What follows belongs to an exercise in optimizing a design on an open flow for small area and a short achievable clock period; a production flow would make more cautious choices. RTL that was checked went through simulation tests only; none was proved equivalent to the original. For run 3, only the layout was checked, not whether the RTL still works. Power figures rest on the tool's default switching activity, not on a simulated workload.

### design/flow/design.v
`timescale 1ns / 1ps
module dualPortRAM(clk,rst,wr_en,rd_en,din,wr_add,rd_add,dout);
	input clk,rst;
	input wr_en, rd_en;
	input [5:0] wr_add,rd_add;
	input [7:0] din;
	output reg [7:0] dout;
	reg [7:0] ram [63:0];
	reg [63:0] valid;
	wire [5:0] wa_n, ra_n;
	wire [11:0] wa = {wa_n, wr_add};
	wire [11:0] ra = {ra_n, rd_add};
	wire rd_en_n;
	wire [7:0] whi_n, wlo_n;
	wire [63:0] we;
	wire [7:0] rhi, rlo;
	wire [63:0] rsel;
	genvar g, b, t;
	generate
		for (g = 0; g < 6; g = g + 1) begin : inv
			dp_inv u_wa (.a(wr_add[g]), .y(wa_n[g]));
			dp_inv u_ra (.a(rd_add[g]), .y(ra_n[g]));
		end
		for (g = 0; g < 8; g = g + 1) begin : pre
			dp_nand4 u_whi (.a(wr_en), .b(wa[5 + 6*(1-g/4)]), .c(wa[4 + 6*(1-(g/2)%2)]),
			                .d(wa[3 + 6*(1-g%2)]), .y(whi_n[g]));
			dp_nand3 u_wlo (.a(wa[2 + 6*(1-g/4)]), .b(wa[1 + 6*(1-(g/2)%2)]),
			                .c(wa[0 + 6*(1-g%2)]), .y(wlo_n[g]));
			dp_and4 u_rhi (.a(rd_en), .b(ra[5 + 6*(1-g/4)]), .c(ra[4 + 6*(1-(g/2)%2)]),
			               .d(ra[3 + 6*(1-g%2)]), .y(rhi[g]));
			dp_and3 u_rlo (.a(ra[2 + 6*(1-g/4)]), .b(ra[1 + 6*(1-(g/2)%2)]),
			               .c(ra[0 + 6*(1-g%2)]), .y(rlo[g]));
		end
		for (g = 0; g < 64; g = g + 1) begin : row
			dp_nor2 u_we (.a(whi_n[g/8]), .b(wlo_n[g%8]), .y(we[g]));
			dp_and3 u_rs (.a(rhi[g/8]), .b(rlo[g%8]), .c(valid[g]), .y(rsel[g]));
			always @(posedge clk)
				if (we[g]) ram[g] <= din;
			always @(posedge clk or posedge rst)
				if (rst) valid[g] <= 1'b0;
				else valid[g] <= valid[g] | we[g];
		end
	endgenerate
	dp_inv u_rdn (.a(rd_en), .y(rd_en_n));
	wire [7:0] rdata;
	generate
		for (b = 0; b < 8; b = b + 1) begin : col
			wire [63:0] d;
			wire [7:0] o;
			for (t = 0; t < 64; t = t + 1) begin : dd
				assign d[t] = ram[t][b];
			end
			for (t = 0; t < 8; t = t + 1) begin : grp
				dp_or8 u (.s(rsel[8*t+7:8*t]), .d(d[8*t+7:8*t]), .y(o[t]));
			end
			dp_fin u_f (.o(o), .h(rd_en_n), .e(dout[b]), .y(rdata[b]));
		end
	endgenerate
	always @(posedge clk or posedge rst)
		if (rst) dout <= 8'd0;
		else dout <= rdata;
endmodule
module dp_inv(input a, output y);
	assign y = ~a;
endmodule
module dp_nor2(input a, b, output y);
	assign y = ~(a | b);
endmodule
module dp_nand3(input a, b, c, output y);
	assign y = ~(a & b & c);
endmodule
module dp_nand4(input a, b, c, d, output y);
	assign y = ~(a & b & c & d);
endmodule
module dp_and3(input a, b, c, output y);
	assign y = a & b & c;
endmodule
module dp_and4(input a, b, c, d, output y);
	assign y = a & b & c & d;
endmodule
module dp_or8(input [7:0] s, input [7:0] d, output y);
	assign y = |(s & d);
endmodule
module dp_fin(input [7:0] o, input h, input e, output y);
	assign y = (|o) | (h & e);
endmodule
### design/flow/config.mk
export PLATFORM = sky130hd
export DESIGN_NAME = dualPortRAM
export DESIGN_NICKNAME = dualPortRAM
export VERILOG_FILES = /design/flow/design.v
export SDC_FILE = /design/flow/constraint.sdc
export NUM_CORES = 4
export LEC_CHECK = 0
export CAP_MARGIN = 20
export CORE_MARGIN = 2
export CORE_UTILIZATION = 40
export CTS_CLUSTER_DIAMETER = 100
export CTS_CLUSTER_SIZE = 30
export GPL_TIMING_DRIVEN = 0
export SETUP_SLACK_MARGIN = 1.5
export SLEW_MARGIN = 20
export SYNTH_HIERARCHICAL = 1
### design/flow/constraint.sdc
create_clock -name core_clock -period 3.6 [get_ports {clk}]
set_input_delay 0.7200 -clock core_clock [delete_from_list [all_inputs] [get_ports {clk}]]
set_output_delay 0.7200 -clock core_clock [all_outputs]
set_load 0.01 [all_outputs]
### design/flow/standard.sh
#!/bin/bash
# synth_recipe.tcl (not shown) runs the flow's synth.tcl, then flattens the netlist and writes it again
# the make line also repeats each setting of config.mk as NAME=value (left out here)
make -C /OpenROAD-flow-scripts/flow DESIGN_CONFIG=/design/flow/config.mk WORK_HOME=/design/flow/orfs CLKGATE_MAP_FILE= SYNTH_SCRIPT=/design/flow/synth_recipe.tcl "${@:-finish}"
### design/flow/flow/run.sh
#!/bin/bash
# Standard ORFS layout (the standard.sh), with these changes after synthesis:
#  - ports are buffered with buf_4 instead of the default delay-type buffer
#  - delay cells (clkdlybuf4s*, dlygate4sd*, dlymetal6s*) are not used
#  - repair_timing may change a cell's footprint
set -euo pipefail
PLATFORM_DONT_USE="sky130_fd_sc_hd__probe_p_8 sky130_fd_sc_hd__probec_p_8 sky130_fd_sc_hd__lpflow_bleeder_1 sky130_fd_sc_hd__lpflow_clkbufkapwr_1 sky130_fd_sc_hd__lpflow_clkbufkapwr_16 sky130_fd_sc_hd__lpflow_clkbufkapwr_2 sky130_fd_sc_hd__lpflow_clkbufkapwr_4 sky130_fd_sc_hd__lpflow_clkbufkapwr_8 sky130_fd_sc_hd__lpflow_clkinvkapwr_1 sky130_fd_sc_hd__lpflow_clkinvkapwr_16 sky130_fd_sc_hd__lpflow_clkinvkapwr_2 sky130_fd_sc_hd__lpflow_clkinvkapwr_4 sky130_fd_sc_hd__lpflow_clkinvkapwr_8 sky130_fd_sc_hd__lpflow_decapkapwr_12 sky130_fd_sc_hd__lpflow_decapkapwr_3 sky130_fd_sc_hd__lpflow_decapkapwr_4 sky130_fd_sc_hd__lpflow_decapkapwr_6 sky130_fd_sc_hd__lpflow_decapkapwr_8 sky130_fd_sc_hd__lpflow_inputiso0n_1 sky130_fd_sc_hd__lpflow_inputiso0p_1 sky130_fd_sc_hd__lpflow_inputiso1n_1 sky130_fd_sc_hd__lpflow_inputiso1p_1 sky130_fd_sc_hd__lpflow_inputisolatch_1 sky130_fd_sc_hd__lpflow_isobufsrc_1 sky130_fd_sc_hd__lpflow_isobufsrc_16 sky130_fd_sc_hd__lpflow_isobufsrc_2 sky130_fd_sc_hd__lpflow_isobufsrc_4 sky130_fd_sc_hd__lpflow_isobufsrc_8 sky130_fd_sc_hd__lpflow_isobufsrckapwr_16 sky130_fd_sc_hd__lpflow_lsbuf_lh_hl_isowell_tap_1 sky130_fd_sc_hd__lpflow_lsbuf_lh_hl_isowell_tap_2 sky130_fd_sc_hd__lpflow_lsbuf_lh_hl_isowell_tap_4 sky130_fd_sc_hd__lpflow_lsbuf_lh_isowell_4 sky130_fd_sc_hd__lpflow_lsbuf_lh_isowell_tap_1 sky130_fd_sc_hd__lpflow_lsbuf_lh_isowell_tap_2 sky130_fd_sc_hd__lpflow_lsbuf_lh_isowell_tap_4 "
EXTRA_DONT_USE="sky130_fd_sc_hd__clkdlybuf4s15_1 sky130_fd_sc_hd__clkdlybuf4s15_2 sky130_fd_sc_hd__clkdlybuf4s18_1 sky130_fd_sc_hd__clkdlybuf4s18_2 sky130_fd_sc_hd__clkdlybuf4s25_1 sky130_fd_sc_hd__clkdlybuf4s25_2 sky130_fd_sc_hd__clkdlybuf4s50_1 sky130_fd_sc_hd__clkdlybuf4s50_2 sky130_fd_sc_hd__dlygate4sd1_1 sky130_fd_sc_hd__dlygate4sd2_1 sky130_fd_sc_hd__dlygate4sd3_1 sky130_fd_sc_hd__dlymetal6s2s_1 sky130_fd_sc_hd__dlymetal6s4s_1 sky130_fd_sc_hd__dlymetal6s6s_1"
bash standard.sh synth > synth.log 2>&1
bash standard.sh DONT_USE_CELLS="$PLATFORM_DONT_USE $EXTRA_DONT_USE" \
  BUFFER_PORTS_ARGS="-buffer_cell sky130_fd_sc_hd__buf_4" \
  MATCH_CELL_FOOTPRINT=0 finish > layout.log 2>&1
==> results_dict.tcl, run 1 <==
set metrics [dict create \
    seq_area_frac_synth_pct 81.9 \
    grt_max_degree 65 \
    syn-cell-area_um2 21000 \
    fill_cells 4365 \
    outcome "no timing/DRC/antenna violations" \
    numCtsBuffers 23 \
    worstMarginPinSlew_ns 1.12 \
    avgSynthCellArea_um2 17.9 \
    grt_first_pass_wirelength_um 78200 \
    routed-wl-met3_um 3630 \
    p_leak_nw 7.41 \
    critPathArrivalTime_ns 2.59 \
    crit-reg2reg-capture "dout[1]" \
    end_kind "register" \
    setup_violations 0 \
    gr-total-overflow 0 \
    top_level_ports 32 \
    power-per-cell-area_nw_per_um2 475 \
    synthesis.nets 1198 \
    utilization_pct 46.1 \
    finalCritPeriodShare_pct 65.7 \
    cp_max_fo 9 \
    layout-drive-gt1-share_pct 21.3 \
    vias 11700 \
    cts.sinks 584 \
    layout-area-overhead-vs-synth_pct 13.4 \
    tns_ns 0 \
    die_h_um 233 \
    period_needed_ns 2.36 \
    finalHoldViolations 0 \
    num_rows 83 \
    crit_required_ns 3.83 \
    fin_nets 1272 \
    synth-seq-cells 584 \
    finClkSkew_ns 0.0220 \
    die_x_um 233 \
    wirelength_um 53700 \
    clk_latency_ns 0.59 \
    reg2reg_from "valid[29]" \
    cts_tree "built" \
    drv_cap 0 \
    slew_violations 0 \
    regToRegSetupSlack_ns 1.67 \
    yosysWarnings 8 \
    initial_core_util_pct 40.6 \
    num_antenna_cells 0 \
    dieArea_um2 54300 \
    final_cell_mix "edfxtp_1 (512), a22oi_1 (208), nand4_1 (72), dfrtp_1 (72), and3_4 (66)" \
    gp_congestion 0.853 \
    antenna_found_initial 0 \
    worst_hold_path_type "in -> async" \
    relSlewSlack_pct 25.2 \
    wl_met1_um 23800 \
    cts_root_buf "clkbuf_16" \
    drt_iter0_drc 1397 \
    top_layer_used "met4" \
    ys_types 12 \
    crit_type "in -> reg" \
    grtUsageTotal_pct 19.9 \
    port_buffers 31 \
    core_area_um2 51600 \
    grt_pass1_vias 11400 \
    fmaxAchievable_mhz 423 \
    synthCells 1174 \
    drt_first_pass_iters 5 \
    critPathLaunchType "input pin" \
    vdd_drop_max_mv 0.310 \
    postRouteAntennaNets 0 \
    wl_per_cell_um 27.6 \
    cts_buffer_depth 3 \
    cts-htree-levels 1 \
    final_common_cell "edfxtp_1" \
    via_per_inst 6.00 \
    dp_hpwl_um 32400 \
    wl_met2_um 25100 \
    reg2regPathDepth 5 \
    clk_pin_slew_ns 0.11 \
    drc 0 \
    rsz0062_at_grt "yes" \
]
[Yosys stat by module, one instance, submodules excluded]
module	flip-flops and latches	cell area (um2)	cells	times used
dualPortRAM	584	17600	649	1
dp_nand3	0	5.00	1	8
dp_inv	0	3.75	1	13
dp_nor2	0	3.75	1	64
dp_and3	0	6.26	1	72
dp_and4	0	8.76	1	8
dp_fin	0	21.3	4	8
dp_nand4	0	6.26	1	8
dp_or8	0	36.3	5	64
[worst max-delay path: stages]
cell	delay, ns
buf_4	0.15
inv_1	0.12
nand3_1	0.81
nor2_2	0.78
[flip-flops by register name, indices dropped and copies added, names as in the netlist]
name,count
ram,512
valid,64
dout,8
[per-stage QoR]
| stage | hold slack (ns) | worst slack, ns | power [mW] | cells | area (um2) |
|---|---|---|---|---|---|
| after floorplan | 0.424 | 1.60 | 7.92 | 1174 | 21000 |
| final | 0.236 | 1.24 | 11.3 | 1943 | 23800 |
| after global placement | 0.439 | 0.203 | 8.20 | 1885 | 22100 |
| after detailed placement | 0.440 | 0.156 | 8.22 | 1887 | 22100 |
| after global routing | 0.269 | 1.29 | 11.6 | 1943 | 23800 |
| after CTS | 0.234 | 1.30 | 11.3 | 1927 | 23300 |
[layer usage]
| metal | track usage (%) | up-vias |
|---|---|---|
| met5 | 0 | - |
| met3 | 2.32 | 65 |
| li1 | - | 5021 |
| met2 | 31.1 | 451 |
| met1 | 30.3 | 6119 |
| met4 | 4.08 | 0 |
[synthesized netlist by cell type, drive strengths merged]
cell type	count	area, um2
edfxtp	512	15400
a22oi	256	1920
and3	72	450
dfrtp	72	1800
nand4	72	450
nor2	64	240
or2	64	400
nand3	16	80.1
nor4	16	100
inv	14	52.6
and4	8	70.1
nand2	8	30.0
[logic make-up after synthesis]
family	after synthesis	synth area share [%]
flip-flops	584	81.9
AND/OR/NAND/NOR	320	8.69
buffers and inverters	14	0.251
AO/OA/AOI/OAI	256	9.16
[where the power goes]
group | leakage [nW] | total [mW] | internal, mW | switching (mW)
logic | 1.59 | 0.474 | 0.144 | 0.330
registers | 5.52 | 7.66 | 7.55 | 0.104
clock network | 0.310 | 3.18 | 1.24 | 1.94
total | 7.41 | 11.3 | 8.93 | 2.38
[worst max path at each step]
stage / from / end / depth (start not counted)
after floorplan: rd_add[4] / dout[0] / 7
after global placement: rd_add[0] / dout[7] / 8
after detailed placement: rd_add[0] / dout[7] / 8
after CTS: wr_add[0] / ram[46][7] / 4
after global routing: wr_add[1] / ram[45][5] / 4
final: wr_add[1] / ram[29][5] / 4
[layout make-up]
type / count / area (um2) / area share [%]
multi-input combinational: 576 / 4690 / 19.7
clock inverter: 1 / 16.3 / 0.0684
tap: 680 / 851 / 3.58
sequential: 584 / 17200 / 72.2
inverter: 14 / 56.3 / 0.237
clock buffer: 39 / 636 / 2.67
timing repair buffer: 49 / 365 / 1.54
[what timing repair did]
item,CTS,global route
hold buffers,0,0
setup endpoints to repair,496,520
pin swaps,23,46
hold endpoints to repair,0,0
resized for setup,181,115
setup buffers,0,16
cloned,0,0
==> inputs of run 2 (changes only) <==
--- a/design/flow/config.mk
+++ b/design/flow/config.mk
@@ -10,5 +10,2 @@
 export CORE_UTILIZATION = 40
-export CTS_CLUSTER_DIAMETER = 100
-export CTS_CLUSTER_SIZE = 30
-export GPL_TIMING_DRIVEN = 0
 export SETUP_SLACK_MARGIN = 1.5
==> results_dict.tcl, run 2 <==
set metrics [dict create \
    outcome "no timing/DRC/antenna violations" \
    postRouteAntennaNets 0 \
    end_kind "register" \
    vdd_drop_max_mv 0.410 \
    layout-area-overhead-vs-synth_pct 18.2 \
    slew_violations 0 \
    post-place-ws_ns 0.204 \
    period_needed_ns 2.16 \
    numCtsBuffers 57 \
    fin_ws_ns 1.44 \
    die_h_um 233 \
    seq_area_frac_synth_pct 81.9 \
    grt_first_pass_wirelength_um 79700 \
    ys_types 12 \
    synth_most_common_cell "edfxtp_1" \
    wl_per_cell_um 26.4 \
    crit_type "in -> reg" \
    synth_common_cells "edfxtp_1 (512), a22oi_1 (256), and3_1 (72), dfrtp_1 (72), nand4_1 (72)" \
    largestRegisters "ram x512, valid x64, dout x8" \
    critPathLaunchType "input pin" \
    holdWs_ns 0.273 \
    reg2reg_from "valid[16]" \
    setup_violations 0 \
    cts-htree-levels 2 \
    cts_tree "built" \
    grt_max_degree 65 \
    multi_input_area_um2 4400 \
    ctsHoldBuffers 0 \
    reg2regPathDepth 5 \
    drt_first_pass_iters 6 \
    synth_top_cells_by_area "edfxtp_1 (73%), a22oi_1 (9.2%), dfrtp_1 (8.6%), and3_1 (2.1%), nand4_1 (2.1%)" \
    cts_root_buf "clkbuf_16" \
    layout-drive-gt1-share_pct 17.9 \
    finalCritPeriodShare_pct 59.9 \
    power-per-cell-area_nw_per_um2 564 \
    grt_pass1_vias 11800 \
    initial_core_util_pct 40.6 \
    dp.cells 1938 \
    ys.flop_type "edfxtp_1" \
    final_common_cell "edfxtp_1" \
    clk_latency_ns 0.61 \
    wirelength_um 54200 \
    die_x_um 233 \
    final_cells 2052 \
    avgSynthCellArea_um2 17.9 \
    finClkSkew_ns 0.0200 \
    fmaxAchievable_mhz 464 \
    gr-total-overflow 0 \
    drc 0 \
    final_cell_mix "edfxtp_1 (512), a22oi_1 (220), nand4_1 (72), dfrtp_1 (72), or2_1 (64)" \
    dp_hpwl_um 34100 \
    num_antenna_cells 0 \
    crit_required_ns 3.83 \
    fill_cells 4266 \
    port_buffers 31 \
    worst_hold_path_type "in -> async" \
    cp_max_fo 9 \
    finalHoldViolations 0 \
    cts.sinks 584 \
    fin_nets 1348 \
    antenna_found_initial 1 \
    drv_cap 0 \
    synthesis.nets 1198 \
    largest_reg_flops 512 \
    rsz0062_at_grt "yes" \
    relSlewSlack_pct 41.1 \
    synth_edf_count 512 \
    worstMarginPinSlew_ns 0.884 \
    synthArstFlopShare_pct 12.3 \
    synth_top_cell_by_area "edfxtp_1" \
    synthCells 1174 \
    vias 12100 \
    regToRegSetupSlack_ns 1.66 \
    synth-seq-cells 584 \
    p_leak_nw 8.03 \
    ff_latch_area_um2 17200 \
    top_level_ports 32 \
    regMostFlops "ram" \
    grtUsageTotal_pct 20.2 \
    place_area_um2 22300 \
    clk_pin_slew_ns 0.06 \
    dieArea_um2 54300 \
    gp_congestion 0.861 \
    drt_iter0_drc 1409 \
    crit-reg2reg-capture "dout[6]" \
    yosysWarnings 8 \
    syn-cell-area_um2 21000 \
    yosysTopAreaCellShare_pct 73.3 \
    cts_buffer_depth 3 \
    num_rows 83 \
    critPathArrivalTime_ns 2.38 \
    stdcell_area_um2 24800 \
    core_area_um2 51600 \
    tns_ns 0 \
    via_per_inst 5.88 \
]
## run 2: cell types whose count changed in the layout (fill, tap and decap cells not counted), moves of 7 or more
| cell | before | now |
|---|---|---|
| nor2_2 | 52 | 4 |
| and3_4 | 66 | 59 |
| nor2_4 | 9 | 0 |
| buf_1 | 11 | 55 |
| a22oi_2 | 48 | 36 |
| a22oi_1 | 208 | 220 |
| clkinv_2 | 0 | 8 |
| clkinv_1 | 0 | 12 |
| clkbuf_16 | 23 | 59 |
| nor2_1 | 3 | 60 |
## run 2: how the worst max path moves through the flow
stage / from / endpoint / slack [ns] / cells after the start
after floorplan: rd_add[4] / dout[0] / 1.60 / 7
after global placement: rd_add[2] / dout[1] / 0.27 / 8
after detailed placement: rd_add[1] / dout[5] / 0.20 / 8
after CTS: rd_add[5] / dout[5] / 1.45 / 8
after global routing: rd_add[1] / dout[7] / 1.42 / 8
final: wr_add[2] / ram[42][4] / 1.44 / 4
## run 2: repair_timing
item,4_1_cts,5_1_grt
endpoints found under the setup margin,19,76
setup buffers,0,7
pin swaps,17,43
resized for setup,101,103
## run 2: critical path, cell delays in order
cell and delay, ns:
buf_4 0.14, inv_1 0.12, nand3_1 0.56, nor2_1 0.84
## run 2: cell families (layout without fill, tap and decap cells)
logic type      Yosys count  count (layout)  synth area share (%)
compound gates          256             256                  9.16
flops                   584             584                  81.9
simple gates            320             320                  8.69
buf+inv                  14             212                 0.251
## run 2: per-module statistics from Yosys (local to each module, per instance)
module	flops+latches	times used	area (um2)	cells inside
dp_and4	0	8	8.76	1
dp_inv	0	13	3.75	1
dp_nor2	0	64	3.75	1
dp_nand4	0	8	6.26	1
dp_and3	0	72	6.26	1
dp_nand3	0	8	5.00	1
dp_fin	0	8	21.3	4
dp_or8	0	64	36.3	5
dualPortRAM	584	1	17600	649
## run 2: area by class of cell
| type | count | area share, % |
|---|---|---|
| Clock inverter | 29 | 1.08 |
| Inverter | 14 | 0.227 |
| Clock buffer | 78 | 6.36 |
| Multi-Input combinational cell | 576 | 17.7 |
| Sequential cell | 584 | 69.3 |
| Timing Repair Buffer | 91 | 1.89 |
| Tap cell | 680 | 3.43 |
## run 2: metal layers
metal  vias up  track usage, %  share of wire [%]
li1       5206               -                  -
met4         0            6.37                3.2
met5         -               0                  0
met3        99            3.76                7.2
met1      6252            29.0                 43
met2       511            31.3                 46
## run 2: through the flow
step / total power, mW / utilization (%)
2_1_floorplan: 7.92 / -
3_3_place_gp: 8.19 / 43.1
3_5_place_dp: 8.21 / 43.1
4_1_cts: 14.0 / 47.4
5_1_grt: 14.4 / 48.0
6_report: 14.0 / 48.0
## run 2: where the power goes
group | internal, mW | switching, mW | leakage, nW
Sequential | 7.56 | 0.101 | 5.52
Clock | 3.41 | 2.45 | 0.898
Combinational | 0.139 | 0.308 | 1.62
Total | 11.1 | 2.85 | 8.03
==> inputs of run 3 (changes only) <==
--- a/design/flow/design.v
+++ b/design/flow/design.v
@@ -12,2 +12,3 @@
 	wire [11:0] ra = {ra_n, rd_add};
+	reg [7:0] dout_fb;
 	wire rd_en_n;
@@ -43,4 +44,4 @@
 	endgenerate
+	wire [7:0] rdata, rdata_fb;
 	dp_inv u_rdn (.a(rd_en), .y(rd_en_n));
-	wire [7:0] rdata;
 	generate
@@ -55,3 +56,3 @@
 			end
-			dp_fin u_f (.o(o), .h(rd_en_n), .e(dout[b]), .y(rdata[b]));
+			dp_fin u_f (.o(o), .h(rd_en_n), .e(dout_fb[b]), .y(rdata[b]), .y2(rdata_fb[b]));
 		end
@@ -59,4 +60,10 @@
 	always @(posedge clk or posedge rst)
-		if (rst) dout <= 8'd0;
-		else dout <= rdata;
+		if (rst) begin
+			dout <= 8'd0;
+			dout_fb <= 8'd0;
+		end
+		else begin
+			dout <= rdata;
+			dout_fb <= rdata_fb;
+		end
 endmodule
@@ -83,4 +90,17 @@
 endmodule
-module dp_fin(input [7:0] o, input h, input e, output y);
-	assign y = (|o) | (h & e);
+module dp_fin(input [7:0] o, input h, input e, output y, output y2);
+	wire oh;
+	wire [2:0] m;
+	dp_and2 u_h (.a(h), .b(e), .y(oh));
+	dp_nor3 u_m0 (.a(o[0]), .b(o[1]), .c(o[2]), .y(m[0]));
+	dp_nor3 u_m1 (.a(o[3]), .b(o[4]), .c(o[5]), .y(m[1]));
+	dp_nor3 u_m2 (.a(o[6]), .b(o[7]), .c(oh), .y(m[2]));
+	dp_nand3 u_y (.a(m[0]), .b(m[1]), .c(m[2]), .y(y));
+	dp_nand3 u_y2 (.a(m[0]), .b(m[1]), .c(m[2]), .y(y2));
 endmodule
+module dp_and2(input a, b, output y);
+	assign y = a & b;
+endmodule
+module dp_nor3(input a, b, c, output y);
+	assign y = ~(a | b | c);
+endmodule
--- a/design/flow/flow/run.sh
+++ b/design/flow/flow/run.sh
@@ -5,2 +5,3 @@
 #  - repair_timing may change a cell's footprint
+#  - after floorplan, flow/size.tcl sets the drive strength of the decoder gates
 set -euo pipefail
@@ -11,2 +12,2 @@
   BUFFER_PORTS_ARGS="-buffer_cell sky130_fd_sc_hd__buf_4" \
-  MATCH_CELL_FOOTPRINT=0 finish > layout.log 2>&1
+  MATCH_CELL_FOOTPRINT=0 POST_FLOORPLAN_TCL="$PWD/flow/size.tcl" finish > layout.log 2>&1
==> design/flow/flow/size.tcl (new file) <==
# Size the decoder and select drivers by the nets they drive. The names come
# from the hierarchy of rtl/dualPortRAM.v (instance.port of each gate module).
proc my_size_drivers {pattern drive} {
  set block [ord::get_db_block]
  set db [ord::get_db]
  set n 0
  foreach net [$block getNets] {
    set nm [string map {"\\" ""} [$net getName]]
    if {![string match $pattern $nm]} { continue }
    foreach it [$net getITerms] {
      if {![$it isOutputSignal]} { continue }
      set inst [$it getInst]
      set master [[$inst getMaster] getName]
      if {![regsub {_[0-9]+$} $master "_$drive" new]} { continue }
      if {$new eq $master} { continue }
      set m [$db findMaster $new]
      if {$m eq "NULL" || $m eq ""} { puts "size: no $new"; continue }
      $inst swapMaster $m
      incr n
    }
  }
  puts "size: $pattern -> _$drive: $n cells"
}
my_size_drivers {inv\[*\].u_wa.y} 4
my_size_drivers {inv\[*\].u_ra.y} 2
my_size_drivers {pre\[*\].u_whi.y} 4
my_size_drivers {pre\[*\].u_wlo.y} 4
my_size_drivers {pre\[*\].u_rhi.y} 4
my_size_drivers {pre\[*\].u_rlo.y} 4
my_size_drivers {row\[*\].u_we.y} 2
my_size_drivers {row\[*\].u_rs.y} 2
--- a/design/flow/config.mk
+++ b/design/flow/config.mk
@@ -9,4 +9,6 @@
 export CORE_MARGIN = 2
-export CORE_UTILIZATION = 40
-export SETUP_SLACK_MARGIN = 1.5
+export CORE_UTILIZATION = 70
+export CTS_CLUSTER_DIAMETER = 80
+export CTS_CLUSTER_SIZE = 24
+export SETUP_SLACK_MARGIN = 1.8
 export SLEW_MARGIN = 20
==> results_dict.tcl, run 3 <==
set metrics [dict create \
    p_int_mw 9.36 \
    vias 12100 \
    critPathArrivalTime_ns 2.37 \
    initial_core_util_pct 71.5 \
    clkPwrFrac_pct 29.6 \
    finalCritPeriodShare_pct 52.8 \
    synth_edf_count 512 \
    syn-cell-area_um2 21400 \
    final_cell_mix "edfxtp_1 (512), a22oi_1 (193), dfrtp_1 (79)" \
    cts_tree "built" \
    synthArstFlopShare_pct 13.5 \
    outcome "no timing/DRC/antenna violations" \
    port_buffers 31 \
    drt_iter0_drc 1869 \
    regToRegSetupSlack_ns 1.80 \
    end_kind "register" \
    dieArea_um2 31900 \
    largestRegisters "ram x512, valid x64" \
    p_leak_nw 7.72 \
    largest_reg_flops 512 \
    power-per-cell-area_nw_per_um2 488 \
    crit_required_ns 4.06 \
    ys_types 12 \
    slew_violations 0 \
    cts.sinks 592 \
    yosysWarnings 8 \
    numCtsBuffers 28 \
    worstMarginPinSlew_ns 0.800 \
    relSlewSlack_pct 46.7 \
    core_area_um2 29900 \
    layout-drive-gt1-share_pct 25.5 \
    finClkSkew_ns 0.0234 \
    crit-reg2reg-capture "dout_fb[1]" \
    setup_violations 0 \
    synth_most_common_cell "edfxtp_1" \
    synth-seq-cells 592 \
    wl_per_cell_um 31.3 \
    fmaxAchievable_mhz 526 \
    grt_max_degree 65 \
    cp_slowest_cell "nor3_4" \
    layout-area-overhead-vs-synth_pct 12.9 \
    dp_hpwl_um 32600 \
    drv_cap 0 \
    switchingPower_mw 2.43 \
    cts-htree-levels 1 \
    cts_root_buf "clkbuf_16" \
    drc 0 \
    worst_hold_path_type "in -> async" \
    top_level_ports 32 \
    synth_top_cells_by_area "edfxtp_1 (72%), dfrtp_1 (9.4%), a22oi_1 (9.0%), and3_1 (2.1%), nand4_1 (2.1%)" \
    drt_first_pass_iters 6 \
    tns_ns 0 \
    gp_congestion 0.919 \
    via_per_inst 7.20 \
    synthesis.nets 1222 \
    antenna_found_initial 2 \
    fin_nets 1294 \
    num_rows 63 \
    synthCells 1198 \
    clk_latency_ns 0.59 \
    synth_common_cells "edfxtp_1 (512), a22oi_1 (256), dfrtp_1 (80)" \
    crit_type "in -> reg" \
    grtUsageTotal_pct 33.9 \
    cpPeakStageDelay_ns 0.36 \
    period_needed_ns 1.90 \
    die_h_um 179 \
    p_seq_share_pct 65.9 \
    finalPower_mw 11.8 \
    avgSynthCellArea_um2 17.8 \
    synth_top_cell_by_area "edfxtp_1" \
    postRouteAntennaNets 0 \
    finalHoldViolations 0 \
    seq_area_frac_synth_pct 81.3 \
    clk_pin_slew_ns 0.09 \
    die_x_um 179 \
    reg2reg_from "valid[14]" \
    grt_first_pass_wirelength_um 76000 \
    vdd_drop_max_mv 0.552 \
    yosysTopAreaCellShare_pct 71.9 \
    grt_pass1_vias 11600 \
    p_comb_share_pct 4.4 \
    wirelength_um 52700 \
    ys.flop_type "edfxtp_1" \
    critPathLaunchType "input pin" \
    path_cells "buf_12, inv_6, and4_4, and3_4, a22oi_1, nand4_1, nor3_4, nand3_1" \
    switching_share_pct 20.6 \
    regMostFlops "ram" \
    reg2regPathDepth 5 \
    cts_buffer_depth 3 \
    final_common_cell "edfxtp_1" \
    gr-total-overflow 0 \
    cp_max_fo 8 \
    rsz0062_at_grt "yes" \
]
-- run 3: cell types whose count changed after synthesis --
cell,before,now
nor3_2,0,24
dfrtp_1,72,80
nand2_1,8,0
nand3_1,16,24
nor4_1,16,0
and2_1,0,8
-- run 3: worst max path at each step --
stage / startpoint / end / slack, ns / depth (start not counted)
6_report: rd_add[4] / dout_fb[1] / 1.70 / 8
5_1_grt: rd_add[4] / dout_fb[0] / 1.66 / 8
4_1_cts: dout[2] / dout[2] / 1.68 / 1
3_5_place_dp: rd_add[4] / dout[3] / 0.84 / 8
3_3_place_gp: rd_add[4] / dout[3] / 0.87 / 8
2_1_floorplan: rd_add[3] / dout[0] / 1.70 / 7
-- run 3: metal layers --
metal / up-vias / wire length, um / global-route usage [%]
met1: 6179 / 20600 / 49.7
met5: - / 0 / 0
met4: 0 / 2190 / 11.9
met2: 715 / 25500 / 53.2
li1: 5101 / - / -
met3: 138 / 4480 / 5.43
-- run 3: layout make-up --
class / count / area, um2
clock buffer: 50 / 805
fill: 1503 / 5740
antenna: 3 / 7.51
timing repair buffer: 42 / 372
tap: 390 / 488
sequential: 592 / 17400
multi-input combinational: 592 / 4990
inverter: 14 / 86.3
clock inverter: 1 / 8.76
-- run 3: worst max-delay path: cells and delay by family --
kind	cells	cell delay [ns]
simple gates	5	1.25
buf+inv	2	0.12
compound gates	1	0.26
-- run 3: power groups by stage --
stage	sequential [mW]	combinational [mW]	clock [mW]
floorplan	7.87	0.192	0
global placement	7.90	0.469	0
detailed placement	7.91	0.487	0
CTS	7.76	0.514	3.51
global route	7.79	0.560	3.71
finish	7.77	0.522	3.49
-- run 3: logic make-up (layout without fill, tap and decap cells) --
logic type | after synthesis | in the layout | synth area share, %
flops | 592 | 592 | 81.3
buf+inv | 14 | 107 | 0.246
simple gates | 336 | 336 | 9.46
other cells | 0 | 3 | 0
compound gates | 256 | 256 | 8.99
-- run 3: repair_timing --
| action | CTS | global route |
|---|---|---|
| hold buffers | 0 | 0 |
| pin swaps | 51 | 45 |
| resized for setup | 87 | 56 |
| endpoints found under the hold margin | 0 | 0 |
| setup buffers | 3 | 6 |
| setup endpoints to repair | 24 | 24 |
-- run 3: stage by stage --
step	util (%)	setup slack, ns	hold slack, ns	area [um2]	cells
after floorplan	-	1.70	0.424	21600	1198
after global placement	75.8	0.873	0.438	22700	1621
after detailed placement	75.8	0.838	0.440	22700	1621
after CTS	79.9	1.68	0.277	23900	1675
after global routing	80.8	1.66	0.302	24100	1681
final	80.8	1.70	0.268	24100	1684
-- run 3: Yosys stat by module (local to each module, per instance), excerpt --
module	flip-flops and latches	area, um2	cells	times used
dp_nor2	0	3.75	1	64
dp_and2	0	6.26	1	8
dp_and3	0	6.26	1	72
dp_nand4	0	6.26	1	8
dp_nor3	0	10.0	1	24
dp_or8	0	36.3	5	64
dualPortRAM	592	17800	657	1
dp_inv	0	3.75	1	13
dp_and4	0	8.76	1	8
dp_nand3	0	5.00	1	24
==> inputs of run 4 (changes only) <==
--- a/design/flow/design.v
+++ b/design/flow/design.v
@@ -12,4 +12,3 @@
 	wire [11:0] ra = {ra_n, rd_add};
-	reg [7:0] dout_fb;
-	wire rd_en_n;
+	reg [7:0] dout_n;
 	wire [7:0] whi_n, wlo_n;
@@ -44,4 +43,3 @@
 	endgenerate
-	wire [7:0] rdata, rdata_fb;
-	dp_inv u_rdn (.a(rd_en), .y(rd_en_n));
+	wire [7:0] rdata, rdata_n;
 	generate
@@ -56,3 +54,3 @@
 			end
-			dp_fin u_f (.o(o), .h(rd_en_n), .e(dout_fb[b]), .y(rdata[b]), .y2(rdata_fb[b]));
+			dp_fin u_f (.o(o), .rd_en(rd_en), .qn(dout_n[b]), .y(rdata[b]), .yn(rdata_n[b]));
 		end
@@ -62,3 +60,3 @@
 			dout <= 8'd0;
-			dout_fb <= 8'd0;
+			dout_n <= 8'hff;
 		end
@@ -66,3 +64,3 @@
 			dout <= rdata;
-			dout_fb <= rdata_fb;
+			dout_n <= rdata_n;
 		end
@@ -90,6 +88,6 @@
 endmodule
-module dp_fin(input [7:0] o, input h, input e, output y, output y2);
+module dp_fin(input [7:0] o, input rd_en, input qn, output y, output yn);
 	wire oh;
 	wire [2:0] m;
-	dp_and2 u_h (.a(h), .b(e), .y(oh));
+	dp_nor2 u_h (.a(rd_en), .b(qn), .y(oh));
 	dp_nor3 u_m0 (.a(o[0]), .b(o[1]), .c(o[2]), .y(m[0]));
@@ -98,6 +96,3 @@
 	dp_nand3 u_y (.a(m[0]), .b(m[1]), .c(m[2]), .y(y));
-	dp_nand3 u_y2 (.a(m[0]), .b(m[1]), .c(m[2]), .y(y2));
-endmodule
-module dp_and2(input a, b, output y);
-	assign y = a & b;
+	dp_and3 u_yn (.a(m[0]), .b(m[1]), .c(m[2]), .y(yn));
 endmodule
--- a/design/flow/flow/size.tcl
+++ b/design/flow/flow/size.tcl
@@ -25,6 +25,6 @@
 my_size_drivers {inv\[*\].u_ra.y} 2
-my_size_drivers {pre\[*\].u_whi.y} 4
-my_size_drivers {pre\[*\].u_wlo.y} 4
-my_size_drivers {pre\[*\].u_rhi.y} 4
-my_size_drivers {pre\[*\].u_rlo.y} 4
+my_size_drivers {pre\[*\].u_whi.y} 2
+my_size_drivers {pre\[*\].u_wlo.y} 2
+my_size_drivers {pre\[*\].u_rhi.y} 2
+my_size_drivers {pre\[*\].u_rlo.y} 2
 my_size_drivers {row\[*\].u_we.y} 2
==> results_dict.tcl, run 4 <==
set metrics [dict create \
    dp_hpwl_um 32700 \
    fill_cells 1496 \
    ys.flop_type "edfxtp_1" \
    seq_area_frac_synth_pct 81.4 \
    finClkSkew_ns 0.0213 \
    p_leak_nw 7.67 \
    largest_reg_flops 512 \
    gp_congestion 0.938 \
    num_rows 63 \
    synth_common_cells "edfxtp_1 (512), a22oi_1 (256), and3_1 (80)" \
    tns_ns 0 \
    use_met2_pct 53.4 \
    vias 12000 \
    largestRegisters "ram x512, valid x64" \
    critPathArrivalTime_ns 2.45 \
    cpPeakStageDelay_ns 0.36 \
    regMostFlops "ram" \
    synth-seq-cells 592 \
    num_antenna_cells 0 \
    cts-htree-levels 1 \
    fin_ws_ns 1.67 \
    final_cell_mix "edfxtp_1 (512), a22oi_1 (171), a22oi_2 (85), dfrtp_1 (72)" \
    p_comb_share_pct 4.4 \
    clk_latency_ns 0.59 \
    synthesis.nets 1221 \
    synth_most_common_cell "edfxtp_1" \
    period_needed_ns 1.93 \
    grt_util_met3_pct 5.43 \
    cts.sinks 592 \
    end_kind "register" \
    path_cells "buf_12, inv_6, and3_4, and3_4, buf_1, a22oi_1, nand4_1, nor3_2, and3_1" \
    cpLargestDelayFamily "simple AND/OR/NAND/NOR gates" \
    dieArea_um2 31900 \
    via_per_inst 7.13 \
    post-place-ws_ns 0.829 \
    cp_slowest_cell "nor3_2" \
    grtUsageTotal_pct 33.3 \
    crit_required_ns 4.12 \
    p_seq_share_pct 66.0 \
    top_usage_layer "met2" \
    fmaxAchievable_mhz 519 \
    worstMarginPinSlew_ns 0.767 \
    final_common_cell "edfxtp_1" \
    switching_share_pct 20.4 \
    clk_pin_slew_ns 0.10 \
    drt_first_pass_iters 5 \
    port_buffers 31 \
    stdcell_area_um2 24200 \
    synth_top_cells_by_area "edfxtp_1 (72%), a22oi_1 (9.0%), dfrtp_1 (8.4%), and3_1 (2.3%), nand4_1 (2.1%)" \
    die_x_um 179 \
    rsz0062_at_grt "yes" \
    layout-area-overhead-vs-synth_pct 13.3 \
    yosysWarnings 8 \
    slew_violations 0 \
    synthCells 1197 \
    power-per-cell-area_nw_per_um2 487 \
    cp_max_fo 8 \
    finalCritPeriodShare_pct 53.5 \
    switchingPower_mw 2.41 \
    worst_hold_path_type "in -> async" \
    crit_top_cell "and3_4" \
    grt_first_pass_wirelength_um 75600 \
    ys_types 12 \
    synth_top_cell_by_area "edfxtp_1" \
    wirelength_um 51700 \
    gr-total-overflow 0 \
    place_area_um2 22500 \
    layout-drive-gt1-share_pct 27.5 \
    cts_buffer_depth 3 \
    syn-cell-area_um2 21400 \
    clkPwrFrac_pct 29.7 \
    wl_per_cell_um 30.7 \
    grt_max_degree 65 \
    critPathLaunchType "input pin" \
    crit_type "in -> reg" \
    yosysTopAreaCellShare_pct 71.9 \
    finalHoldViolations 0 \
    critPathBufInv 3 \
    vdd_drop_max_mv 0.579 \
    fin_nets 1296 \
    grt_pass1_vias 11700 \
    setup_violations 0 \
    cts_root_buf "clkbuf_16" \
    avgSynthCellArea_um2 17.9 \
    synthArstFlopShare_pct 13.5 \
    initial_core_util_pct 71.5 \
    numCtsBuffers 28 \
    drc 0 \
    synth_edf_count 512 \
    drv_cap 0 \
    postRouteAntennaNets 0 \
    core_area_um2 29900 \
    p_int_mw 9.37 \
    cts_tree "built" \
    outcome "no timing/DRC/antenna violations" \
    relSlewSlack_pct 48.8 \
    finalPower_mw 11.8 \
    die_h_um 179 \
    top_level_ports 32 \
    antenna_found_initial 0 \
    drt_iter0_drc 1805 \
    met1_usage_pct 49.0 \
]
==> run 4: area by class of cell <==
class | instances | area (um2) | area share (%)
timing repair buffer | 45 | 390 | 1.61
multi-input combinational | 592 | 5050 | 20.9
clock inverter | 1 | 8.76 | 0.0362
tap | 390 | 488 | 2.02
sequential | 592 | 17400 | 71.8
inverter | 13 | 82.6 | 0.341
clock buffer | 51 | 808 | 3.34
==> run 4: timing repair <==
action	in CTS	in global routing
gates resized for setup	145	46
pin swaps	78	64
buffers inserted	5	8
setup endpoints to repair	27	27
hold endpoints to repair	0	0
cloned	0	0
hold buffers	0	0
==> run 4: kinds of logic (layout without fill, tap and decap cells) <==
logic type             Yosys count  after routing  synth area share (%)
DFF                            592            592                  81.4
and+or+nand+nor                336            336                  9.42
AOI/OAI and AO/OA              256            256                  8.99
buffers and inverters           13            110                 0.228
==> run 4: modules after synthesis, one instance, submodules excluded, a selection <==
module       times used  flip-flops and latches  cells  area [um2]
dualPortRAM           1                     592    657       17800
dp_or8               64                       0      5        36.3
dp_nor3              24                       0      1        10.0
dp_and4               8                       0      1        8.76
dp_and3              80                       0      1        6.26
dp_nand4              8                       0      1        6.26
dp_nand3             16                       0      1        5.00
dp_inv               12                       0      1        3.75
dp_nor2              72                       0      1        3.75
==> run 4: power groups by stage <==
stage / Combinational, mW / Clock (mW) / Sequential [mW]
global placement: 0.451 / 0 / 7.90
finish: 0.514 / 3.49 / 7.77
global route: 0.553 / 3.75 / 7.79
detailed placement: 0.468 / 0 / 7.90
floorplan: 0.199 / 0 / 7.89
CTS: 0.503 / 3.52 / 7.76
==> run 4: stage by stage <==
step	util, %	hold slack (ns)	std cells
floorplan	-	0.432	1197
global placement	75.4	0.438	1619
detailed placement	75.4	0.440	1619
CTS	80.3	0.193	1676
global route	81.1	0.226	1684
finish	81.1	0.187	1684
==> run 4: worst paths after layout <==
kind / start / end / slack, ns / cells past startpoint
max: rd_add[1] / dout_n[5] / 1.67 / 9
min: rst / valid[0] / 0.19 / 2
max reg2reg: valid[53] / dout_n[5] / 1.82 / 6
min reg2reg: valid[33] / valid[33] / 0.47 / 1
max in group asynchronous: rst / dout_n[3] / 2.65 / 3
min in group core_clock: valid[33] / valid[33] / 0.47 / 1
==> run 4: per-layer routing <==
layer  share of wire, %  vias to the layer above
li1                   -                     5094
met2                 49                      670
met4                2.7                        0
met1                 39                     6146
met3                9.4                       90
met5                  0                        -
==> inputs of run 5 (changes only) <==
--- a/design/flow/flow/size.tcl
+++ b/design/flow/flow/size.tcl
@@ -25,7 +25,7 @@
 my_size_drivers {inv\[*\].u_ra.y} 2
-my_size_drivers {pre\[*\].u_whi.y} 2
-my_size_drivers {pre\[*\].u_wlo.y} 2
-my_size_drivers {pre\[*\].u_rhi.y} 2
-my_size_drivers {pre\[*\].u_rlo.y} 2
+my_size_drivers {pre\[*\].u_whi.y} 4
+my_size_drivers {pre\[*\].u_wlo.y} 4
+my_size_drivers {pre\[*\].u_rhi.y} 4
+my_size_drivers {pre\[*\].u_rlo.y} 4
 my_size_drivers {row\[*\].u_we.y} 2
-my_size_drivers {row\[*\].u_rs.y} 2
+my_size_drivers {row\[*\].u_rs.y} 4
--- a/design/flow/config.mk
+++ b/design/flow/config.mk
@@ -9,3 +9,3 @@
 export CORE_MARGIN = 2
-export CORE_UTILIZATION = 70
+export CORE_UTILIZATION = 76
 export CTS_CLUSTER_DIAMETER = 80
==> results_dict.tcl, run 5 <==
set metrics [dict create \
    fill_cells 1069 \
    finalHoldViolations 0 \
    drt_first_pass_iters 6 \
    fin_nets 1309 \
    numCtsBuffers 28 \
    clk_latency_ns 0.58 \
    layout-area-overhead-vs-synth_pct 14.0 \
    reg2reg_from "valid[29]" \
    synthArstFlopShare_pct 13.5 \
    largestRegisters "ram x512, valid x64" \
    wl_per_cell_um 32.5 \
    core_area_um2 27700 \
    critPathBufInv 1 \
    gr-total-overflow 0 \
    routed-wl-met3_um 5870 \
    period_needed_ns 1.92 \
    crit-reg2reg-capture "dout_n[4]" \
    final_cell_mix "edfxtp_1 (512), a22oi_1 (183), a22oi_2 (73), and3_4 (72), dfrtp_1 (71)" \
    multi_input_area_um2 5110 \
    synthCells 1197 \
    crit_required_ns 4.12 \
    wirelength_um 54800 \
    synth_edf_count 512 \
    setup_violations 0 \
    synth_common_cells "edfxtp_1 (512), a22oi_1 (256), and3_1 (80)" \
    cpLargestDelayFamily "simple AND/OR/NAND/NOR gates" \
    top_level_ports 32 \
    wl_met2_um 27100 \
    crit_top_cell "and3_4" \
    reg2regPathDepth 5 \
    final_cells 1686 \
    layout-drive-gt1-share_pct 26.9 \
    postRouteAntennaNets 0 \
    top_layer_used "met4" \
    finalPower_mw 11.8 \
    slew_violations 0 \
    avgSynthCellArea_um2 17.9 \
    cp_slowest_cell "nand4_1" \
    grt_max_degree 65 \
    seq_area_frac_synth_pct 81.4 \
    critPathLaunchType "input pin" \
    drv_cap 0 \
    drt_iter0_drc 2210 \
    end_kind "register" \
    cts_tree "built" \
    cts_buffer_depth 3 \
    cts_root_buf "clkbuf_16" \
    fmaxAchievable_mhz 520 \
    outcome "no timing/DRC/antenna violations" \
    synth_top_cells_by_area "edfxtp_1 (72%), a22oi_1 (9.0%), dfrtp_1 (8.4%), and3_1 (2.3%), nand4_1 (2.1%)" \
    largest_reg_flops 512 \
    synthesis.nets 1221 \
    ys_types 12 \
    path_cells "buf_8, and3_4, and3_4, a22oi_2, nand4_1, nor3_4, and3_1" \
    syn-cell-area_um2 21400 \
    via_per_inst 7.47 \
    crit_type "in -> reg" \
    yosysWarnings 8 \
    yosysTopAreaCellShare_pct 71.9 \
    clk_pin_slew_ns 0.10 \
    rsz0062_at_grt "yes" \
    final_common_cell "edfxtp_1" \
    dp.cells 1607 \
    grtUsageTotal_pct 37.5 \
    power-per-cell-area_nw_per_um2 485 \
    finClkSkew_ns 0.0175 \
    dieArea_um2 29500 \
    initial_core_util_pct 77.1 \
    die_h_um 172 \
    synth-seq-cells 592 \
    wl_met1_um 19100 \
    cts-htree-levels 1 \
    p_leak_nw 7.67 \
    vdd_drop_max_mv 0.746 \
    synth_most_common_cell "edfxtp_1" \
    cp_max_fo 8 \
    tns_ns 0 \
    worst_hold_path_type "in -> async" \
    regMostFlops "ram" \
    antenna_found_initial 0 \
    ff_latch_area_um2 17400 \
    ctsHoldBuffers 0 \
    grt_first_pass_wirelength_um 78000 \
    cpPeakStageDelay_ns 0.35 \
    relSlewSlack_pct 43.8 \
    gp_congestion 0.953 \
    grt_pass1_vias 12100 \
    finalCritPeriodShare_pct 53.4 \
    critPathArrivalTime_ns 2.44 \
    cts.sinks 592 \
    regToRegSetupSlack_ns 1.78 \
    synth_top_cell_by_area "edfxtp_1" \
    vias 12600 \
    dp_hpwl_um 32200 \
    drc 0 \
    num_rows 61 \
    ys.flop_type "edfxtp_1" \
    worstMarginPinSlew_ns 0.841 \
    port_buffers 31 \
    die_x_um 172 \
]
[run 5: cell families after synthesis]
| logic type | after synthesis | share of synthesized area, % |
|---|---|---|
| AOI/OAI and AO/OA | 256 | 8.99 |
| buffers and inverters | 13 | 0.228 |
| DFF | 592 | 81.4 |
| and+or+nand+nor | 336 | 9.42 |
[run 5: per-stage QoR]
stage	cell area [um2]	hold slack, ns	util (%)	setup slack, ns
2_1_floorplan	21800	0.432	-	1.74
3_3_place_gp	22900	0.447	82.7	1.09
3_5_place_dp	22900	0.449	82.7	1.07
4_1_cts	23900	0.303	86.4	1.69
5_1_grt	24400	0.348	87.9	1.66
6_report	24400	0.294	88.0	1.68
[run 5: cell type report]
class	count	area share, %
diodes	1	0.0103
clock buffers	51	3.32
clock inverters	1	0.0359
inverters	13	0.339
multi-input cells	592	21.0
flip-flops and latches	592	71.4
well taps	378	1.94
repair buffers	58	2.01
[run 5: routing by layer]
layer | vias to the layer above | track usage [%]
li1 | 5117 | -
met1 | 6368 | 52.5
met2 | 956 | 61.0
met3 | 160 | 5.98
met4 | 0 | 14.3
met5 | - | 0
[run 5: what timing repair did]
item / CTS / global route
buffers inserted: 10 / 16
setup endpoints to repair: 23 / 24
gates resized for setup: 38 / 76
pin swaps: 37 / 75
[run 5: worst max-delay path by stage]
stage | start | endpoint | slack, ns | depth (start not counted)
6_report | rd_add[0] | dout_n[4] | 1.68 | 7
5_1_grt | rd_add[4] | dout_n[4] | 1.66 | 7
4_1_cts | dout[5] | dout[5] | 1.69 | 1
3_5_place_dp | rd_add[1] | dout_n[4] | 1.07 | 8
3_3_place_gp | rd_add[1] | dout_n[4] | 1.09 | 8
2_1_floorplan | wr_add[4] | ram[0][0] | 1.74 | 3
[run 5: per-module statistics from Yosys (local to each module, per instance), a selection]
| module | copies in the design | flops+latches | cell area (um2) | cells |
|---|---|---|---|---|
| dp_or8 | 64 | 0 | 36.3 | 5 |
| dp_nor3 | 24 | 0 | 10.0 | 1 |
| dp_and4 | 8 | 0 | 8.76 | 1 |
| dp_and3 | 80 | 0 | 6.26 | 1 |
| dp_nand4 | 8 | 0 | 6.26 | 1 |
| dp_nor2 | 72 | 0 | 3.75 | 1 |
| dp_inv | 12 | 0 | 3.75 | 1 |
[run 5: worst reg2reg max path, delay by kind of cell, from the launching register on]
family,cells,cell delay (ns)
AO/OA/AOI/OAI,1,0.23
flip-flops,1,0.39
AND/OR/NAND/NOR,4,1.13
[run 5: power by group]
group	leakage, nW	switching [mW]	internal (mW)
logic	1.69	0.350	0.181
clock network	0.388	1.95	1.53
registers	5.60	0.130	7.67
total	7.67	2.43	9.38
==> inputs of run 6 (changes only) <==
--- a/design/flow/config.mk
+++ b/design/flow/config.mk
@@ -9,6 +9,6 @@
 export CORE_MARGIN = 2
-export CORE_UTILIZATION = 76
+export CORE_UTILIZATION = 70
 export CTS_CLUSTER_DIAMETER = 80
 export CTS_CLUSTER_SIZE = 24
-export SETUP_SLACK_MARGIN = 1.8
+export SETUP_SLACK_MARGIN = 1.65
 export SLEW_MARGIN = 20
==> results_dict.tcl, run 6 <==
set metrics [dict create \
    crit_type "in -> reg" \
    yosysWarnings 8 \
    finClkSkew_ns 0.0242 \
    grtUsageTotal_pct 34.0 \
    gp_congestion 0.905 \
    dieArea_um2 31900 \
    dp.cells 1619 \
    final_common_cell "edfxtp_1" \
    wl_per_cell_um 31.1 \
    cp_max_fo 8 \
    largest_reg_flops 512 \
    cp_slowest_cell "nor3_2" \
    synth_common_cells "edfxtp_1 (512), a22oi_1 (256), and3_1 (80)" \
    p_leak_nw 7.56 \
    p_seq_share_pct 66.1 \
    cts.sinks 592 \
    grt_first_pass_wirelength_um 76500 \
    initial_core_util_pct 71.5 \
    crit_required_ns 4.14 \
    ff_latch_area_um2 17400 \
    die_x_um 179 \
    end_kind "register" \
    multi_input_area_um2 4760 \
    critPathArrivalTime_ns 2.52 \
    top_level_ports 32 \
    worst_hold_path_type "in -> async" \
    num_rows 63 \
    final_cell_mix "edfxtp_1 (512), a22oi_1 (250), and3_4 (72), dfrtp_1 (71)" \
    reg2reg_from "valid[16]" \
    switching_share_pct 20.6 \
    slew_violations 0 \
    ctsHoldBuffers 0 \
    regToRegSetupSlack_ns 1.77 \
    largestRegisters "ram x512, valid x64" \
    avgSynthCellArea_um2 17.9 \
    finalCritPeriodShare_pct 55.1 \
    cts_root_buf "clkbuf_16" \
    relSlewSlack_pct 45.0 \
    worstMarginPinSlew_ns 0.825 \
    setup_violations 0 \
    ys.flop_type "edfxtp_1" \
    seq_area_frac_synth_pct 81.4 \
    period_needed_ns 1.98 \
    synthArstFlopShare_pct 13.5 \
    drt_first_pass_iters 6 \
    fin_nets 1292 \
    cts_buffer_depth 3 \
    p_int_mw 9.36 \
    fill_cells 1573 \
    switchingPower_mw 2.43 \
    power-per-cell-area_nw_per_um2 494 \
    layout-area-overhead-vs-synth_pct 11.6 \
    drv_cap 0 \
    syn-cell-area_um2 21400 \
    core_area_um2 29900 \
    drc 0 \
    path_cells "buf_4, inv_2, and3_4, buf_6, and3_4, a22oi_1, nand4_1, nor3_2, and3_1" \
    synth_most_common_cell "edfxtp_1" \
    port_buffers 31 \
    synth_edf_count 512 \
    grt_max_degree 65 \
    vdd_drop_max_mv 0.608 \
    clk_pin_slew_ns 0.10 \
    yosysTopAreaCellShare_pct 71.9 \
    clk_latency_ns 0.59 \
    gr-total-overflow 0 \
    final_cells 1680 \
    cpPeakStageDelay_ns 0.45 \
    numCtsBuffers 28 \
    clkPwrFrac_pct 29.6 \
    vias 12100 \
    rsz0062_at_grt "yes" \
    postRouteAntennaNets 0 \
    synthesis.nets 1221 \
    dp_hpwl_um 33100 \
    die_h_um 179 \
    regMostFlops "ram" \
    cts-htree-levels 1 \
    synth_top_cell_by_area "edfxtp_1" \
    cts_tree "built" \
    wirelength_um 52200 \
    reg2regPathDepth 5 \
    fmaxAchievable_mhz 504 \
    stdcell_area_um2 23900 \
    via_per_inst 7.21 \
    num_antenna_cells 0 \
    synthCells 1197 \
    crit-reg2reg-capture "dout_n[2]" \
    drt_iter0_drc 1804 \
    place_area_um2 22900 \
    crit_top_cell "and3_4" \
    outcome "no timing/DRC/antenna violations" \
    antenna_found_initial 0 \
    synth-seq-cells 592 \
    finalHoldViolations 0 \
    synth_top_cells_by_area "edfxtp_1 (72%), a22oi_1 (9.0%), dfrtp_1 (8.4%), and3_1 (2.3%), nand4_1 (2.1%)" \
    p_comb_share_pct 4.3 \
    ys_types 12 \
    tns_ns 0 \
    critPathLaunchType "input pin" \
    grt_pass1_vias 11700 \
    layout-drive-gt1-share_pct 21.5 \
]
-- run 6: cell counts after synthesis --
No cell type changed its count.
-- run 6: routing by layer --
layer / track usage [%] / vias to the layer above / routed length, um
li1: - / 5078 / -
met1: 50.4 / 6161 / 19800
met5: 0 / - / 0
met2: 53.3 / 780 / 25100
met3: 6.49 / 88 / 5850
met4: 9.15 / 0 / 1350
-- run 6: per-module statistics from Yosys, one instance, submodules excluded, a selection --
module,area [um2],flip-flops and latches,times used,cells inside
dp_and3,6.26,0,80,1
dp_nor3,10.0,0,24,1
dualPortRAM,17800,592,1,657
dp_inv,3.75,0,12,1
dp_or8,36.3,0,64,5
dp_nand4,6.26,0,8,1
-- run 6: cell families after synthesis --
| group | count (synthesis) | synth area share [%] |
|---|---|---|
| AOI/OAI and AO/OA | 256 | 8.99 |
| buffers and inverters | 13 | 0.228 |
| and+or+nand+nor | 336 | 9.42 |
| DFF | 592 | 81.4 |
-- run 6: stage by stage --
step                      utilization, %  worst slack [ns]  hold slack [ns]  power, mW
after floorplan                        -              1.66            0.424       8.06
after global placement              76.6             0.996            0.447       8.41
after detailed placement            76.6             0.970            0.450       8.43
after CTS                           79.4              1.67            0.177       11.8
after global routing                79.8              1.64            0.198       12.1
final                               79.8              1.62            0.181       11.8
-- run 6: repair_timing --
action / in CTS / in global routing
pin swaps: 4 / 15
buffers inserted: 0 / 9
setup endpoints to repair: 9 / 10
endpoints found under the hold margin: 0 / 0
resized for setup: 6 / 18
-- run 6: cell type report --
cell class                 instances  area share, %
sequential                       592           72.9
multi-input combinational        592           20.0
tap                              390           2.05
timing repair buffer              41           1.37
clock inverter                     1         0.0367
clock buffer                      51           3.39
inverter                          13          0.304
-- run 6: power by group through the flow --
stage          Sequential (mW)  Clock [mW]  Combinational, mW
6_report                  7.79        3.49              0.510
5_1_grt                   7.81        3.73              0.547
4_1_cts                   7.78        3.51              0.503
3_5_place_dp              7.93           0              0.500
3_3_place_gp              7.93           0              0.478
2_1_floorplan             7.88           0              0.186
-- run 6: worst max path at each step --
| stage | startpoint | endpoint | slack (ns) |
|---|---|---|---|
| floorplan | rd_add[4] | dout_n[0] | 1.66 |
| global placement | rd_en | dout_n[4] | 1.0 |
| detailed placement | rd_en | dout_n[7] | 0.97 |
| CTS | rd_add[0] | dout_n[7] | 1.67 |
| global route | rd_add[1] | dout[1] | 1.64 |
| finish | rd_add[1] | dout_n[6] | 1.62 |
-- run 6: critical path, delay by kind of cell --
kind,cells,cell delay (ns)
and+or+nand+nor,5,1.27
buffers and inverters,3,0.30
AOI/OAI and AO/OA,1,0.22
==> inputs of run 7 (changes only) <==
--- a/design/flow/flow/size.tcl
+++ b/design/flow/flow/size.tcl
@@ -31 +31,2 @@
 my_size_drivers {row\[*\].u_rs.y} 4
+my_size_drivers {dout\[*\]} 4
--- a/design/flow/config.mk
+++ b/design/flow/config.mk
@@ -12,3 +12,3 @@
 export CTS_CLUSTER_SIZE = 24
-export SETUP_SLACK_MARGIN = 1.65
+export SETUP_SLACK_MARGIN = 1.8
 export SLEW_MARGIN = 20
==> results_dict.tcl, run 7 <==
set metrics [dict create \
    largestRegisters "ram x512, valid x64" \
    final_cell_mix "edfxtp_1 (512), a22oi_1 (172), a22oi_2 (84), and3_4 (72)" \
    top_usage_layer "met2" \
    grt_util_met3_pct 5.51 \
    use_met2_pct 54.0 \
    grt_max_degree 65 \
    core_area_um2 29900 \
    grt_first_pass_wirelength_um 76100 \
    outcome "no timing/DRC/antenna violations" \
    tns_ns 0 \
    fin_nets 1340 \
    synth_top_cell_by_area "edfxtp_1" \
    ys_types 12 \
    vias 12300 \
    setup_violations 0 \
    cts-htree-levels 1 \
    clk_latency_ns 0.58 \
    finalHoldViolations 0 \
    layout-area-overhead-vs-synth_pct 15.2 \
    worstMarginPinSlew_ns 0.791 \
    critPathLaunchType "input pin" \
    cpLargestDelayFamily "simple AND/OR/NAND/NOR gates" \
    num_rows 63 \
    cts.sinks 592 \
    cp_slowest_cell "nor3_2" \
    cpPeakStageDelay_ns 0.29 \
    seq_area_frac_synth_pct 81.4 \
    gr-total-overflow 0 \
    grt_pass1_vias 11900 \
    power-per-cell-area_nw_per_um2 480 \
    postRouteAntennaNets 0 \
    initial_core_util_pct 71.5 \
    synthesis.nets 1221 \
    worst_hold_path_type "in -> async" \
    end_kind "register" \
    vdd_drop_max_mv 0.484 \
    critPathBufInv 4 \
    synthCells 1197 \
    synthArstFlopShare_pct 13.5 \
    path_cells "buf_8, buf_6, and3_4, buf_6, and3_4, buf_6, a22oi_1, nand4_1, nor3_2, and3_1" \
    wl_per_cell_um 30.5 \
    cp_max_fo 8 \
    cts_buffer_depth 3 \
    fmaxAchievable_mhz 513 \
    drc 0 \
    largest_reg_flops 512 \
    port_buffers 31 \
    die_h_um 179 \
    top_level_ports 32 \
    crit_required_ns 4.12 \
    fill_cells 1407 \
    dieArea_um2 31900 \
    ys.flop_type "edfxtp_1" \
    yosysTopAreaCellShare_pct 71.9 \
    synth_common_cells "edfxtp_1 (512), a22oi_1 (256), and3_1 (80)" \
    yosysWarnings 8 \
    synth_top_cells_by_area "edfxtp_1 (72%), a22oi_1 (9.0%), dfrtp_1 (8.4%), and3_1 (2.3%), nand4_1 (2.1%)" \
    dp_hpwl_um 32300 \
    cts_tree "built" \
    die_x_um 179 \
    ff_latch_area_um2 17400 \
    period_needed_ns 1.95 \
    finalCritPeriodShare_pct 54.2 \
    avgSynthCellArea_um2 17.9 \
    crit_top_cell "buf_6" \
    p_leak_nw 7.74 \
    layout-drive-gt1-share_pct 28.1 \
    gp_congestion 0.844 \
    cts_root_buf "clkbuf_16" \
    synth_edf_count 512 \
    numCtsBuffers 28 \
    fin_ws_ns 1.65 \
    slew_violations 0 \
    critPathArrivalTime_ns 2.47 \
    clk_pin_slew_ns 0.10 \
    regMostFlops "ram" \
    grtUsageTotal_pct 33.7 \
    drt_first_pass_iters 5 \
    antenna_found_initial 0 \
    wirelength_um 52700 \
    crit_type "in -> reg" \
    met1_usage_pct 49.0 \
    relSlewSlack_pct 47.2 \
    synth_most_common_cell "edfxtp_1" \
    via_per_inst 7.14 \
    syn-cell-area_um2 21400 \
    final_common_cell "edfxtp_1" \
    rsz0062_at_grt "yes" \
    synth-seq-cells 592 \
    ctsHoldBuffers 0 \
    multi_input_area_um2 5180 \
    finClkSkew_ns 0.0146 \
    post-place-ws_ns 0.982 \
    drt_iter0_drc 1617 \
    drv_cap 0 \
]
## run 7: report_power, final
group,total [mW],internal (mW),switching [mW]
Clock,3.50,1.53,1.97
Combinational,0.540,0.188,0.351
Sequential,7.79,7.68,0.107
## run 7: timing repair
action,CTS,global route
resized for setup,66,72
pin swaps,68,87
endpoints found under the hold margin,0,0
setup endpoints to repair,24,24
buffers inserted,13,41
gates cloned,0,0
## run 7: final cells by class
class | instances | area share (%)
well taps | 390 | 1.98
clock inverters | 1 | 0.0356
clock buffers | 51 | 3.28
multi-input cells | 592 | 21.0
flip-flops and latches | 592 | 70.7
diodes | 1 | 0.0102
inverters | 13 | 0.325
repair buffers | 89 | 2.61
## run 7: worst register-to-register path, delay by kind of cell (launching register included)
kind	cells	cell delay [ns]
AO/OA/AOI/OAI	1	0.21
buffers and inverters	1	0.12
flip-flops	1	0.39
AND/OR/NAND/NOR	4	1.04
## run 7: kinds of logic after synthesis
group / share of synthesized area (%)
AO/OA/AOI/OAI: 8.99
buffers and inverters: 0.228
flip-flops: 81.4
AND/OR/NAND/NOR: 9.42
## run 7: final timing paths
| check | slack [ns] | endpoint | depth (start not counted) | from |
|---|---|---|---|---|
| max | 1.65 | dout_n[5] | 10 | rd_add[1] |
| min | 0.09 | valid[22] | 2 | rst |
| max reg2reg | 1.80 | dout_n[0] | 6 | valid[1] |
| min reg2reg | 0.47 | valid[20] | 1 | valid[20] |
| max in group asynchronous | 2.95 | valid[26] | 3 | rst |
| min in group core_clock | 0.47 | valid[20] | 1 | valid[20] |
## run 7: through the flow
step                hold WS, ns  util [%]  instance area (um2)  power [mW]  instances
floorplan                 0.432         -                21800        8.09       1197
global placement          0.447      76.8                23000        8.40       1621
detailed placement        0.449      76.8                23000        8.43       1621
CTS                       0.360      80.8                24200        11.8       1686
global route             0.0849      82.4                24600        12.1       1728
finish                   0.0943      82.4                24600        11.8       1729
## run 7: Yosys stat by module (local to each module, per instance), a selection
module    flip-flops and latches  cell area, um2  times used
dp_or8                         0            36.3          64
dp_and4                        0            8.76           8
dp_nand4                       0            6.26           8
dp_and3                        0            6.26          80
dp_nand3                       0            5.00          16
dp_nor2                        0            3.75          72
dp_inv                         0            3.75          12
## run 7: routing by layer
metal | vias up | part of all wire, %
li1 | 5180 | -
met1 | 6327 | 38
met2 | 728 | 49
met3 | 107 | 9.9
met4 | 0 | 3.4
met5 | - | 0

## separate check: timing with driven ports
In the flow no input, the clock included, has a driving cell. The finished layouts below were timed again as built, in two steps.
Step 1: set_driving_cell puts a clkbuf_16 on clk and a buf_2 on each other input, an assumption about the parent block.
Step 2 times the ports against the registers' clock, not the clock port: input delays grow and output delays shrink by t, the midpoint of the rising clock arrivals with the driver on.
Three values: no drivers, after step 1, after step 2; two values: the first two.
run	t, ns	slack for setup (ns)	worst setup path after step 2	clock arrival spread, ns
run 1	0.629	1.236 / 1.264 / 0.635	input to register	0.028 / 0.028
run 2	0.659	1.445 / 1.463 / 0.805	input to register	0.023 / 0.023
run 3	0.627	1.698 / 1.653 / 1.043	input to register	0.026 / 0.027
run 4	0.633	1.672 / 1.664 / 1.031	input to register	0.030 / 0.030
run 5	0.625	1.679 / 1.632 / 1.025	input to register	0.021 / 0.021
run 6	0.633	1.616 / 1.573 / 0.940	input to register	0.032 / 0.031
run 7	0.625	1.650 / 1.605 / 1.017	input to register	0.014 / 0.015
After both steps every run listed still meets setup and hold. The setup slack of run 6, which loses most, moves by -0.043 ns with the drivers and by -0.676 ns with both steps.
